This design comes from an exercise in tuning for small area and a short achievable clock period on the open sky130 flow, not from production work. Function was not checked in any run shown here: the RTL went through the layout flow alone. The clock input has no modelled driver; a real chip could not lean on it and would need a root buffer or a full tree. No activity file was given, so power comes from the tool's default toggle rates.

<file path="flow/design.v">
module SPI_RAM (din, dout ,rx_valid, tx_valid , clk, rst_n);
parameter MEM_DEPTH=256;
parameter ADDR_SIZE=8;
input clk, rst_n, rx_valid;
input [9:0] din;
output  reg tx_valid;
output reg [ADDR_SIZE-1:0] dout;
reg [2:0] ra_j;     
reg [3:0] ra_hi;    
reg [7:0] ra_lo;    
reg [7:0] rdbuf;    
reg       rinv;
reg       pend;     
reg [3:0] ph;       
reg       slot;     
reg       land;     
reg [7:0] tapreg;   
wire       cmd  = rst_n & rx_valid;
wire [7:0] s6 [0:31];
reg  [7:0] grp [0:3];
reg  [7:0] tap6;
genvar g;
generate
  for (g = 0; g < 32; g = g + 1) begin : rg
    reg [63:0] s;
    wire we = land & ra_hi[g / 8] & ra_lo[g % 8];
    always @(posedge clk)
      s <= {s[55:0], we ? rdbuf : ~s[63:56]};
    assign s6[g] = s[55:48];
  end
endgenerate
integer h, l;
always @(*) begin
  for (h = 0; h < 4; h = h + 1) begin
    grp[h] = 8'd0;
    for (l = 0; l < 8; l = l + 1)
      grp[h] = grp[h] | ({8{ra_lo[l]}} & s6[h*8 + l]);
  end
  tap6 = 8'd0;
  for (h = 0; h < 4; h = h + 1)
    tap6 = tap6 | ({8{ra_hi[h]}} & grp[h]);
end
always @(posedge clk) begin
  ph     <= ph + 4'd1;
  slot   <= (ph[2:0] + 3'd1) == ra_j;
  tapreg <= tap6;
end
always @(posedge clk) begin
  if (cmd && ~din[8]) begin
    ra_j  <= din[2:0];
    ra_hi <= 4'b1 << din[7:6];
    ra_lo <= 8'b1 << din[5:3];
  end
end
wire      wr_cmd  = cmd && din[9:8] == 2'b01;
wire      pend_nx = wr_cmd | (pend & ~slot);
always @(posedge clk)
  land <= pend_nx & ((ph[2:0] + 3'd1) == ra_j);
reg        land_pol;
wire [3:0] ph_nx = ph + 4'd1;
always @(posedge clk)
  land_pol <= ph_nx[3] ^ (ra_j <= ph_nx[2:0]);
always @(posedge clk) begin
  if (wr_cmd) begin
    rdbuf <= din[7:0] ^ {8{land_pol}};
    rinv  <= land_pol;
    pend  <= 1'b1;
  end
  else if (slot) begin
    if (pend)
      pend <= 1'b0;
    else begin
      rdbuf <= tapreg;
      rinv  <= ~ph[3];
    end
  end
end
always @(posedge clk or negedge rst_n) begin
	if (~rst_n) begin
		dout<=0;
		tx_valid<=0;
	end
	else if (rx_valid) begin
		if (din[9:8] == 2'b11) begin
		    dout<= rdbuf ^ {8{rinv}};
		    tx_valid<=1;
		end
	end
end
endmodule
module SPI_SLAVE (MOSI,MISO,SS_n,clk,rst_n,rx_data,rx_valid, tx_data, tx_valid);
input MOSI,SS_n,clk,rst_n,tx_valid;
input [7:0] tx_data;
output reg MISO;
output reg rx_valid;
output reg [9:0] rx_data; 
localparam [2:0] IDLE=3'd0, CHK_CMD=3'd1, WRITE=3'd2, READ_ADD=3'd3, READ_DATA=3'd4;
reg [2:0] cs,ns;
reg rd_flag;  
reg [3:0] state_countout;
reg[2:0] MISO_CountOut;  
wire counter_enable;  
wire counter_done;  
reg MISO_CountEn; 
wire MISO_CountDone;
always@(posedge clk or negedge rst_n) begin
  if(~rst_n) begin
    cs<= IDLE;
  end
  else begin
    cs<=ns;
  end
end  
always@(*) begin
  case(cs)
  IDLE: begin 
    if(~SS_n) 
      ns=CHK_CMD;
    else 
      ns=IDLE;
  end
  CHK_CMD:
    if(~SS_n) begin
      if(MOSI && ~rd_flag) begin
         ns=READ_ADD;
        end
        else if(MOSI && rd_flag) begin
         ns=READ_DATA;
        end
        else begin
         ns=WRITE;
        end
    end
    else begin
      ns=IDLE;
    end
  READ_DATA:
    if(SS_n) begin
      ns=IDLE;
    end
    else begin
      ns=READ_DATA;
    end
  READ_ADD:
    if(SS_n) begin
      ns=IDLE;
    end
    else begin
      ns=READ_ADD;
    end
  WRITE:
     if(SS_n) begin
      ns=IDLE;
    end
    else begin
      ns=WRITE;
    end
default:begin 
  ns=IDLE;
end
    endcase
end
always@ (posedge clk or negedge  rst_n) begin
  if(!rst_n) begin
    rd_flag<=0;
  end
  else begin
    if(cs!=IDLE) begin
      if(cs==READ_ADD && counter_done) begin
        rd_flag<=1;
      end
    end
  end
end
always@ (posedge clk) begin
  if(cs==IDLE) begin
    MISO<=0; 
    rx_data<=0;
  end
  else begin
  if(counter_enable) begin
    rx_data<={MOSI,rx_data[9:1]};
  end
  if(MISO_CountEn) begin
    MISO<= tx_data[MISO_CountOut];
  end
end
end
always@(posedge clk or negedge rst_n) begin
  if(~rst_n) begin
    state_countout<=0;
    MISO_CountOut<=7;  
    MISO_CountEn<=0;
  end
  else begin
    if(cs==IDLE)begin
      state_countout<=0;
      MISO_CountOut<=7;
      MISO_CountEn<=0;
    end
    else if(counter_enable) begin
      state_countout<=state_countout+1;
    end
    if(counter_done) begin
      state_countout<=0;
      MISO_CountOut<=7;  
    end
    if(counter_done&&cs==READ_DATA)begin
    MISO_CountEn<=1;
    end
    if(MISO_CountEn) begin
      MISO_CountOut<=MISO_CountOut-1;
    end
    if (MISO_CountDone) begin
      MISO_CountOut<=7;
      MISO_CountEn<=0;
    end
  end  
end
assign counter_enable=(cs != IDLE && cs!=CHK_CMD && ~counter_done && ~MISO_CountEn)?1:0;
assign counter_done = (state_countout==4'b1010)?1:0;
assign MISO_CountDone = (MISO_CountOut== 0)?1:0;
always @(posedge clk ) begin
  if(counter_done)begin
    rx_valid<=1;
  end
  else begin
    rx_valid<=0;
  end
end
endmodule
module SPI_Wrapper(MISO, MOSI, SS_n, rst_n, clk);
input MOSI, SS_n, clk, rst_n;
output MISO;
wire [9:0] rxdata;
wire [7:0] txdata;
wire rx_valid,tx_valid;
SPI_RAM #(256,8) R (rxdata, txdata, rx_valid, tx_valid , clk, rst_n);
SPI_SLAVE  S (MOSI,MISO,SS_n,clk,rst_n,rxdata,rx_valid, txdata, tx_valid);
endmodule
</file>
<file path="flow/config.mk">
export PLATFORM = sky130hd
export DESIGN_NAME = SPI_Wrapper
export DESIGN_NICKNAME = SPI_Wrapper
export VERILOG_FILES = /design/flow/design.v
export SDC_FILE = /design/flow/constraint.sdc
export NUM_CORES = 4
export LEC_CHECK = 0
export CAP_MARGIN = 20
export CORE_MARGIN = 2
export CORE_UTILIZATION = 75
export CTS_BUF_LIST = sky130_fd_sc_hd__clkbuf_16
export CTS_CLUSTER_DIAMETER = 70
export CTS_CLUSTER_SIZE = 28
export SETUP_SLACK_MARGIN = 2.35
export SLEW_MARGIN = 20
</file>
<file path="flow/flow/ctsfix.tcl">
# Rebuild the top of the clock tree that ORFS's CTS made: the clock port
# drives NROOT clkbuf_16 buffers directly, each placed at the centre of a
# group of CTS's leaf buffers (the buffers that drive flip-flops), which it
# drives.  The leaf level is kept as CTS made it; only the levels between the
# port and the leaves are replaced, so the tree stays balanced and one level
# shallower.
set flow $::env(FLOW_HOME)
set plat $::env(FLOW_PLATFORM)
read_db $::env(IN_ODB)
read_liberty $flow/platforms/$plat/lib/sky130_fd_sc_hd__tt_025C_1v80.lib
read_sdc $::env(IN_SDC)
source $flow/platforms/$plat/setRC.tcl
set_propagated_clock [all_clocks]
estimate_parasitics -placement
puts "before:"
report_clock_latency -digits 3

set NROOT $::env(NROOT)
set block [ord::get_db_block]
set clk [$block findNet $::env(CLK_PORT)]

proc out_net {inst} {
  foreach it [$inst getITerms] { if {[[$it getMTerm] getIoType] eq "OUTPUT"} { return [$it getNet] } }
  return "NULL"
}
proc loads {net} {
  set l {}
  foreach it [$net getITerms] { if {[[$it getMTerm] getIoType] eq "INPUT"} { lappend l $it } }
  return $l
}

# walk the tree.  A leaf is a buffer that drives a flip-flop; any buffers it
# also drives are taken off it and walked in turn.  Upper buffers drive only
# buffers.
set upper {}; set upper_nets {}; set leaves {}; set dummies {}; set moved {}
set front [list $clk]
while {[llength $front]} {
  set next {}
  foreach net $front {
    foreach it [loads $net] {
      set inst [$it getInst]
      if {[[$it getMTerm] getName] eq "CLK"} { continue }
      set on [out_net $inst]
      if {$on eq "NULL"} { lappend dummies $inst; continue }
      set has_ff 0
      foreach l [loads $on] {
        if {[[$l getMTerm] getName] eq "CLK"} { set has_ff 1 }
      }
      if {$has_ff} {
        lappend leaves $it
        # buffers below a leaf: detach them from it and walk them too
        foreach l [loads $on] {
          set li [$l getInst]
          if {[[$l getMTerm] getName] ne "CLK" && [out_net $li] ne "NULL"} { lappend moved $l }
        }
      } else {
        lappend upper $inst; lappend upper_nets $on; lappend next $on
      }
    }
  }
  # buffers that hung below a leaf become leaves or upper buffers themselves
  foreach l $moved {
    set li [$l getInst]
    set on [out_net $li]
    set has_ff 0
    foreach x [loads $on] { if {[[$x getMTerm] getName] eq "CLK"} { set has_ff 1 } }
    if {$has_ff} { lappend leaves $l } else { lappend upper $li; lappend upper_nets $on; lappend next $on }
  }
  set moved {}
  set front $next
}
# dummy loads hanging on the upper nets go with them
set gone_nets [concat [list $clk] $upper_nets]
foreach d $dummies {
  set a [$d findITerm A]
  set n [$a getNet]
  if {$n ne "NULL" && [lsearch -exact $gone_nets $n] >= 0} { $a disconnect; odb::dbInst_destroy $d }
}

# group the leaves: equal-sized sectors by angle around their centre
set sx 0; set sy 0
foreach it $leaves { set loc [[$it getInst] getLocation]; set sx [expr $sx+[lindex $loc 0]]; set sy [expr $sy+[lindex $loc 1]] }
set cx [expr double($sx)/[llength $leaves]]; set cy [expr double($sy)/[llength $leaves]]
set ang {}
set i 0
foreach it $leaves {
  set loc [[$it getInst] getLocation]
  lappend ang [list $i [expr atan2([lindex $loc 1]-$cy, [lindex $loc 0]-$cx)]]
  incr i
}
set ang [lsort -real -index 1 $ang]
set N [llength $leaves]
set asg [lrepeat $N 0]
set k 0
foreach e $ang { lset asg [lindex $e 0] [expr ($k * $NROOT) / $N]; incr k }
set cents {}
for {set k 0} {$k < $NROOT} {incr k} {
  set sx 0; set sy 0; set n 0
  foreach it $leaves a $asg {
    if {$a == $k} { set loc [[$it getInst] getLocation]; set sx [expr $sx+[lindex $loc 0]]; set sy [expr $sy+[lindex $loc 1]]; incr n }
  }
  lappend cents [list [expr $sx/$n] [expr $sy/$n]]
}

# take the old upper tree apart
foreach it $leaves { $it disconnect }
foreach it $moved { }
foreach inst $upper {
  foreach it [$inst getITerms] { if {[$it getNet] ne "NULL" && ![[$it getNet] isSpecial]} { $it disconnect } }
  odb::dbInst_destroy $inst
}
foreach n $upper_nets { odb::dbNet_destroy $n }

# the new top level
set root_cell sky130_fd_sc_hd__clkbuf_16
if {[info exists ::env(ROOT_CELL)]} { set root_cell $::env(ROOT_CELL) }
set master [[ord::get_db] findMaster $root_cell]
for {set k 0} {$k < $NROOT} {incr k} {
  set b [odb::dbInst_create $block $master "clkroot_$k"]
  set c [lindex $cents $k]
  $b setLocation [expr int([lindex $c 0])] [expr int([lindex $c 1])]
  $b setPlacementStatus PLACED
  [$b findITerm A] connect $clk
  set on [odb::dbNet_create $block "clknet_root_$k"]
  $on setSigType CLOCK
  [$b findITerm X] connect $on
  set n 0
  foreach it $leaves a $asg { if {$a == $k} { $it connect $on; incr n } }
  puts "root $k drives $n leaf buffers"
}
# the leaf buffers become a smaller cell (LEAF_CELL) if the slew at every
# flip-flop stays low with it (estimate under LEAF_SLEW ns); otherwise they
# all keep the cell CTS gave them
if {[info exists ::env(LEAF_CELL)]} {
  set lm [[ord::get_db] findMaster $::env(LEAF_CELL)]
  set orig [dict create]
  foreach it $leaves { set i [$it getInst]; dict set orig [$i getName] [$i getMaster]; $i swapMaster $lm }
  estimate_parasitics -placement
  set mx 0
  foreach it $leaves {
    foreach l [loads [out_net [$it getInst]]] {
      set pin [get_pins [$l getName]]
      foreach k {slew_max_rise slew_max_fall} { set v [get_property $pin $k]; if {$v > $mx} { set mx $v } }
    }
  }
  if {$mx > $::env(LEAF_SLEW)} {
    foreach it $leaves { set i [$it getInst]; $i swapMaster [dict get $orig [$i getName]] }
    puts "leaf buffers kept: slew $mx with $::env(LEAF_CELL)"
  } else {
    puts "leaf buffers are $::env(LEAF_CELL): slew $mx"
  }
}
detailed_placement
check_placement
estimate_parasitics -placement
puts "after:"
report_clock_latency -digits 3
report_clock_skew -digits 3
set mx 0
foreach p [get_pins -hierarchical */CLK] { foreach k {slew_max_rise slew_max_fall} { set v [get_property $p $k]; if {$v > $mx} {set mx $v} } }
puts "largest clock pin slew (estimate): $mx"
write_db $::env(OUT_ODB)
</file>
<file path="flow/constraint.sdc">
create_clock -name core_clock -period 4.0 [get_ports {clk}]
set_input_delay 0.8000 -clock core_clock [delete_from_list [all_inputs] [get_ports {clk}]]
set_output_delay 0.8000 -clock core_clock [all_outputs]
set_load 0.01 [all_outputs]
</file>
<file path="flow/flow/run.sh">
#!/bin/bash
# The standard layout, with one change after CTS: the levels of the clock
# tree between the clock port and CTS's leaf buffers are replaced by four
# buf_16 buffers that the port drives directly, and the leaf buffers become
# buf_12 if the clock slew at the flip-flops stays low (flow/ctsfix.tcl).
set -euo pipefail
WORK=$(pwd)
R=$WORK/orfs/results/$FLOW_PLATFORM/SPI_Wrapper/base

# 1. standard synthesis, floorplan, placement and CTS
bash standard.sh cts > "$WORK/std_to_cts.log" 2>&1

# 2. rebuild the top of the clock tree
cp "$R/4_cts.odb" "$WORK/4_cts_standard.odb"
FLOW_HOME="$FLOW_HOME" FLOW_PLATFORM="$FLOW_PLATFORM" \
  IN_ODB="$WORK/4_cts_standard.odb" IN_SDC="$R/4_cts.sdc" OUT_ODB="$WORK/4_cts_fixed.odb" \
  NROOT=4 CLK_PORT=clk ROOT_CELL=sky130_fd_sc_hd__buf_16 LEAF_CELL=sky130_fd_sc_hd__buf_12 LEAF_SLEW=0.115 \
  openroad -no_init -exit "$WORK/flow/ctsfix.tcl" > "$WORK/ctsfix.log" 2>&1
cp "$WORK/4_cts_fixed.odb" "$R/4_cts.odb"
touch "$R/4_cts.odb" "$R/4_cts.sdc"

# 3. the rest of the standard layout
bash standard.sh > "$WORK/std_route_finish.log" 2>&1
</file>
<file path="flow/standard.sh">
#!/bin/bash
# synth_recipe.tcl (not shown) runs the flow's synth.tcl, then flattens the netlist and writes it again
# the make line also repeats each setting of config.mk as NAME=value (left out here)
make -C /OpenROAD-flow-scripts/flow DESIGN_CONFIG=/design/flow/config.mk WORK_HOME=/design/flow/orfs CLKGATE_MAP_FILE= SYNTH_SCRIPT=/design/flow/synth_recipe.tcl "${@:-finish}"
</file>
==> impl_metrics.json, run 1 <==
{
  "crit_type": "register to register",
  "synth_top_area_share_pct": 86.44,
  "end_kind": "register",
  "timing.rr.end": "R.tapreg[7]",
  "rsz0062_at_grt": "yes",
  "crit_buf_inv": 2,
  "synth_ff_type": "dfxtp_1",
  "drt_iter0_markers": 1412,
  "ir_worst_vdd_v": 0.0004971,
  "power.density_mw_per_mm2": 582.9,
  "num_io_pins": 5,
  "numPortBuffers": 4,
  "core_area_sq_mm": 0.06320,
  "vias_per_cell": 5.317,
  "place_area_sq_mm": 0.04893,
  "first_pass_iters": 5,
  "crit_start": "R.ra_lo[2]",
  "syn_area_per_cell_sq_um": 15.27,
  "first_global_vias": 22335,
  "start_kind": "register",
  "crit_required_ns": 4.35,
  "r2r-start": "R.ra_lo[2]",
  "synth_fp_nets": 3161,
  "synth_cells": 3149,
  "grt_max_degree": 33,
  "initial_core_util_pct": 76.08,
  "period_minus_slack_ns": 1.897,
  "grt_remaining_overflow": 0,
  "worst_slew_pin_slew_ns": 0.6523,
  "fmax_ghz": 0.5271,
  "fin_util_pct": 82.01,
  "max_stage_delay_ns": 0.49,
  "dieArea_sq_mm": 0.06615,
  "drive_gt1_share_pct": 9.176,
  "diodes": 0,
  "synth_area_sq_mm": 0.04808,
  "synth_common_cells": "2076 x dfxtp_1, 272 x a21oi_1, 265 x nor2_1, 144 x a22oi_1, 86 x nand2_1",
  "gp_congestion": 0.8083,
  "synth_edf_count": 24,
  "fin_tns_setup_ns": 0,
  "finalHoldViolations": 0,
  "synth_area_leaders": "dfxtp_1 86%, a21oi_1 2.8%, a22oi_1 2.2%, nor2_1 2.1%, edfxtp_1 1.5%",
  "clkSlewWorstSetupHoldPaths_ns": 0.11,
  "wirelength_um": 88490,
  "relSlewSlack_pct": 56.52,
  "final-setup-viol-count": 0,
  "cp.arrival_ns": 2.24,
  "via_count": 21592,
  "fin_crit_sh_pct": 47.43,
  "yosys.area.top_type": "dfxtp_1",
  "power_mw": 30.21,
  "area_growth_pct": 7.792,
  "ff2ff_path_depth": 6,
  "die_y_um": 257.2,
  "path_cells": "buf_6 -> buf_6 -> a22oi_1 -> nand4_1 -> a22oi_2 -> nand2_1",
  "rrSetupSlack_ns": 2.10,
  "cts.sinks": 2120,
  "synth-async-reset-ratio_pct": 0.9434,
  "worstSetupEndpoint": "R.tapreg[7]",
  "nets": 3221,
  "cp_max_fo": 6,
  "critPathSlowestCell": "edfxtp_1",
  "grt_pass1_wl_um": 134200,
  "synthMostInstantiatedCell": "dfxtp_1",
  "drv_cap": 0,
  "hold_buffers": 0,
  "grtUsageTotal_pct": 27.03,
  "antenna_found_initial": 1,
  "place_hpwl_um": 50030,
  "synth_warnings": 3,
  "wl_per_cell_um": 21.79,
  "rows": 92,
  "final_max_slew_viol_count": 0,
  "ys_seq_area_share_pct": 88.99,
  "chipWidth_um": 257.2,
  "synth.distinct_cells": 42,
  "power_leakage_nw": 21.02,
  "status": "no timing/DRC/antenna violations",
  "hold_class": "input pin to async pin",
  "design_area_sq_mm": 0.05182,
  "critPathTopFamily": "compound AO/OA/AOI/OAI gates",
  "clkLatencyLatePin_ns": 0.48,
  "ant_nets": 0,
  "ys_ff_latch": 2120,
  "drc": 0,
  "cp.depth": 6,
  "clock_skew_ns": 0.02506,
  "crit_top_cell": "buf_6"
}
[cell usage in the layout (no fill, tap or decap), drive strengths merged, types with 2 or more instances in the layout]
cell and instances:
dfxtp 2076, a21oi 272, nor2 265, buf 168, a22oi 144, nand2 86
nand4 32, edfxtp 24, o21ai 23, inv 18, dfrtp 17, xnor2 17
ha 8, nor3 7, and2 7, nor2b 4, nand3 4, dfstp 3
nor3b 3, xor2 3, and3b 3, nand4b 2, a211oi 2, or3 2
nand2b 2, mux2i 2, mux4 2, bufbuf 2, clkdlybuf4s50 2, and3 2
clkinv 2, clkbuf 2
[cells by family (layout without fill, tap and decap cells)]
logic type	after synthesis	after routing	share of synthesized area, %
AO/OA/AOI/OAI	447	447	5.468
AND/OR/NAND/NOR	420	422	3.664
buffers and inverters	130	194	1.171
multiplexers	4	4	0.1353
XOR/XNOR	20	20	0.3643
flip-flops	2120	2120	88.99
adder cells (fa/ha/maj)	8	8	0.2082
[per-layer routing]
layer	vias up	track usage [%]	share of wire, %
met5	-	0	0.010
met4	2	8.511	3.4
met3	173	3.556	4.5
met2	515	44.02	47
met1	10657	38.33	45
li1	10245	-	-
[layout make-up]
cell class	instances	area, sq um
Sequential cell	2120	42790
Fill cell	3081	11370
Multi-Input combinational cell	901	5239
Clock buffer	76	1521
Tap cell	846	1059
Timing Repair Buffer	94	1026
Buffer	4	110.1
Inverter	12	45.04
Clock inverter	8	35.03
[sequential cells by signal, summed over array words and instances (netlist names), 3 cells and up]
register / cells
S.state_countout: 4
S.cs: 3
S.MISO_CountOut: 3
R.rg.s: 2048
R.rdbuf: 8
R.ra_hi: 4
R.dout: 8
R.ra_lo: 8
S.rx_data: 10
R.tapreg: 8
R.ph: 4
R.ra_j: 3
[report_power, final]
group / internal (mW) / leakage (nW) / switching (mW) / total (mW)
sequential: 21.1 / 17.5 / 0.0108 / 21.1
combinational: 0.0296 / 2.70 / 0.0398 / 0.0694
clock: 3.17 / 0.803 / 5.82 / 9.00
[repair_timing]
| action | 4_1_cts | 5_1_grt |
|---|---|---|
| cloned | 5 | 0 |
| resized for setup | 137 | 28 |
| setup endpoints to repair | 314 | 129 |
| buffers inserted | 45 | 11 |
| pin swaps | 57 | 25 |
[stage by stage]
stage,setup WS [ns],hold slack [ns],instances
2_1_floorplan,2.350,0.3096,3149
3_3_place_gp,1.041,0.3096,3908
3_5_place_dp,0.9217,0.3121,3912
4_1_cts,2.069,0.1923,4059
5_1_grt,2.121,0.1739,4061
6_report,2.103,0.1795,4061
[how the worst min path moves through the flow]
stage,depth (start not counted),slack [ns],start,end
2_1_floorplan,0,0.31,R.rg[0].s[2],R.rg[0].s[10]
6_report,1,0.18,rst_n,R.dout[0]
4_1_cts,1,0.19,rst_n,R.dout[0]
3_5_place_dp,0,0.31,R.rg[15].s[44],R.rg[15].s[52]
5_1_grt,1,0.17,rst_n,R.dout[0]
3_3_place_gp,0,0.31,R.rg[17].s[2],R.rg[17].s[10]
==> inputs of run 2 (changes only) <==
--- a/flow/config.mk
+++ b/flow/config.mk
@@ -11,3 +11,3 @@
 export CTS_BUF_LIST = sky130_fd_sc_hd__clkbuf_16
-export CTS_CLUSTER_DIAMETER = 70
+export CTS_CLUSTER_DIAMETER = 60
 export CTS_CLUSTER_SIZE = 28
==> impl_metrics.json, run 2 <==
{
  "path_cells": "buf_6 -> buf_4 -> buf_12 -> a22oi_1 -> nand4_1 -> a22oi_2 -> nand2_1",
  "synth_fp_nets": 3161,
  "cp_max_fo": 11,
  "grt_max_degree": 33,
  "core_area_sq_mm": 0.06320,
  "syn_area_per_cell_sq_um": 15.27,
  "synth-async-reset-ratio_pct": 0.9434,
  "grtUsageMet3_pct": 4.285,
  "crit_buf_inv": 3,
  "design_area_sq_mm": 0.05196,
  "clock_skew_ns": 0.02406,
  "wl_per_cell_um": 21.70,
  "power.density_mw_per_mm2": 584.0,
  "use_met1_pct": 38.21,
  "nets": 3222,
  "synth_area_leaders": "dfxtp_1 86%, a21oi_1 2.8%, a22oi_1 2.2%, nor2_1 2.1%, edfxtp_1 1.5%",
  "first_pass_iters": 5,
  "grtUsageTotal_pct": 27.00,
  "grt_pass1_wl_um": 134200,
  "reg_top3": "R.rg.s (2048), S.rx_data (10)",
  "final_common_cell": "dfxtp_1",
  "hold_buffers": 0,
  "place_hpwl_um": 50030,
  "synth_area_sq_mm": 0.04808,
  "rows": 92,
  "numPortBuffers": 4,
  "antenna_found_initial": 0,
  "ir_worst_vdd_v": 0.0005296,
  "top_usage_layer": "met2",
  "initial_core_util_pct": 76.08,
  "ys_ff_latch": 2120,
  "hold_class": "input pin to async pin",
  "whs_ns": 0.1781,
  "start_kind": "register",
  "ys_seq_area_share_pct": 88.99,
  "chipWidth_um": 257.2,
  "status": "no timing/DRC/antenna violations",
  "cts_tree": "built",
  "period_minus_slack_ns": 1.867,
  "power_mw": 30.35,
  "synth_common_cells": "2076 x dfxtp_1, 272 x a21oi_1, 265 x nor2_1, 144 x a22oi_1, 86 x nand2_1",
  "first_global_vias": 22277,
  "wirelength_um": 88230,
  "diodes": 0,
  "clkSlewWorstSetupHoldPaths_ns": 0.11,
  "crit_type": "register to register",
  "clockBufferDepth": 3,
  "synth_top_area_share_pct": 86.44,
  "synth_edf_count": 24,
  "drv_cap": 0,
  "drive_gt1_share_pct": 9.286,
  "die_y_um": 257.2,
  "vias_per_cell": 5.278,
  "cts_root_buf": "clkbuf_16",
  "dp_slack_ns": 0.9217,
  "h-tree-depth": 3,
  "grt_remaining_overflow": 0,
  "via_count": 21462,
  "num_io_pins": 5,
  "largest_reg_flops": 2048,
  "largest_register": "R.rg.s",
  "setup_ws_ns": 2.133,
  "crit_required_ns": 4.37,
  "clkLatencyLatePin_ns": 0.48,
  "cts.sinks": 2120,
  "critPathSlowestCell": "edfxtp_1",
  "rsz0062_at_grt": "yes",
  "finalHoldViolations": 0,
  "synth_ff_type": "dfxtp_1",
  "dieArea_sq_mm": 0.06615,
  "relSlewSlack_pct": 57.02,
  "area_growth_pct": 8.080,
  "end_kind": "register",
  "final-setup-viol-count": 0,
  "final_max_slew_viol_count": 0,
  "cts_buffers": 86,
  "gp_congestion": 0.8083,
  "fin_tns_setup_ns": 0,
  "synth.distinct_cells": 42,
  "fmax_ghz": 0.5357,
  "met2_usage_pct": 43.15,
  "layout.cells.most_common_list": "2072 x dfxtp_1, 272 x a21oi_1, 264 x nor2_1",
  "power_leakage_nw": 21.10,
  "drt_iter0_markers": 1436,
  "fin_crit_sh_pct": 46.67,
  "synthMostInstantiatedCell": "dfxtp_1",
  "max_stage_delay_ns": 0.41,
  "synth_cells": 3149,
  "synth_warnings": 3,
  "cp.arrival_ns": 2.24,
  "drc": 0,
  "ant_nets": 0,
  "place_area_sq_mm": 0.04893,
  "worst_slew_pin_slew_ns": 0.6447,
  "critPathTopFamily": "compound AO/OA/AOI/OAI gates",
  "yosys.area.top_type": "dfxtp_1"
}
## run 2: cell counts after synthesis
Identical to the previous run, type by type.
## run 2: final timing paths
kind	startpoint	to	slack (ns)	cells past startpoint
max in group asynchronous	rst_n	S.MISO_CountOut[0]	3.28	2
worst max-delay path	R.ra_lo[3]	R.tapreg[0]	2.13	7
worst min register to register	R.rg[11].s[5]	R.rg[11].s[13]	0.32	0
worst min-delay path	rst_n	R.dout[2]	0.18	1
worst max register to register	R.ra_lo[3]	R.tapreg[0]	2.13	7
min in group core_clock	R.rg[11].s[5]	R.rg[11].s[13]	0.32	0
## run 2: per-layer routing
layer | up-vias | wire length [um]
li1 | 10250 | -
met1 | 10571 | 40020
met2 | 479 | 41150
met3 | 162 | 4017
met4 | 0 | 3039
met5 | - | 0
## run 2: cell type report
type                    count  area (sq um)
plain buffers               4         110.1
clock buffers              77          1541
clock inverters            12         92.59
fillers                  3022         11230
inverters                  12         45.04
multi-input cells         901          5253
flip-flops and latches   2120         42790
well taps                 846          1059
repair buffers             94          1074
## run 2: logic make-up (layout without fill, tap and decap cells)
| kind of cell | after synthesis | count (layout) | synth area share [%] |
|---|---|---|---|
| muxes | 4 | 4 | 0.1353 |
| and+or+nand+nor | 420 | 422 | 3.664 |
| adders and majority gates | 8 | 8 | 0.2082 |
| xor gates and xnor gates | 20 | 20 | 0.3643 |
| DFF | 2120 | 2120 | 88.99 |
| buffers and inverters | 130 | 199 | 1.171 |
| AOI/OAI and AO/OA | 447 | 447 | 5.468 |
## run 2: timing repair
item | CTS | global route
endpoints found under the setup margin | 314 | 208
pin swaps | 54 | 24
resized for setup | 149 | 26
gates cloned | 6 | 1
buffers inserted | 48 | 6
## run 2: power by group
part | leakage, nW | switching, mW | internal, mW
Sequential | 17.5 | 0.0105 | 21.1
Combinational | 2.74 | 0.0402 | 0.0295
Clock | 0.836 | 5.84 | 3.29
## run 2: stage by stage
step	std cells	util, %
final	4066	82.23
after detailed placement	3912	77.43
after global placement	3908	77.33
after CTS	4070	82.88
after floorplan	3149	-
after global routing	4066	82.23

-- re-timing with driven ports --
No port has a modelled driver above. Below, the same layouts with a new extraction and two added sets of constraints.
Step 1: set_driving_cell puts a clkbuf_16 on clk and a buf_2 on each other input, an assumption about the parent block.
Step 2 moves the port delays by t, midway between the first and last clock arrival at a register: inputs arrive t later, outputs are due t later. That takes back most of the time a late clock gives input paths.
Slacks: ideal ports / drivers / drivers and shift; pairs: ideal ports / drivers.
| run | t, ns | slack for setup (ns) | worst setup path at the end | clock arrival spread, ns | cell pins on the clock port's net |
|---|---|---|---|---|---|
| run 1 | 0.617 | 2.103 / 2.103 / 2.033 | input to register | 0.029 / 0.029 | 4 |
| run 2 | 0.621 | 2.133 / 2.123 / 1.990 | input to register | 0.028 / 0.027 | 4 |
After both steps every run listed still meets setup and hold. For run 2, which loses most, drivers alone change the setup slack by -0.010 ns; drivers and shift together by -0.143 ns.
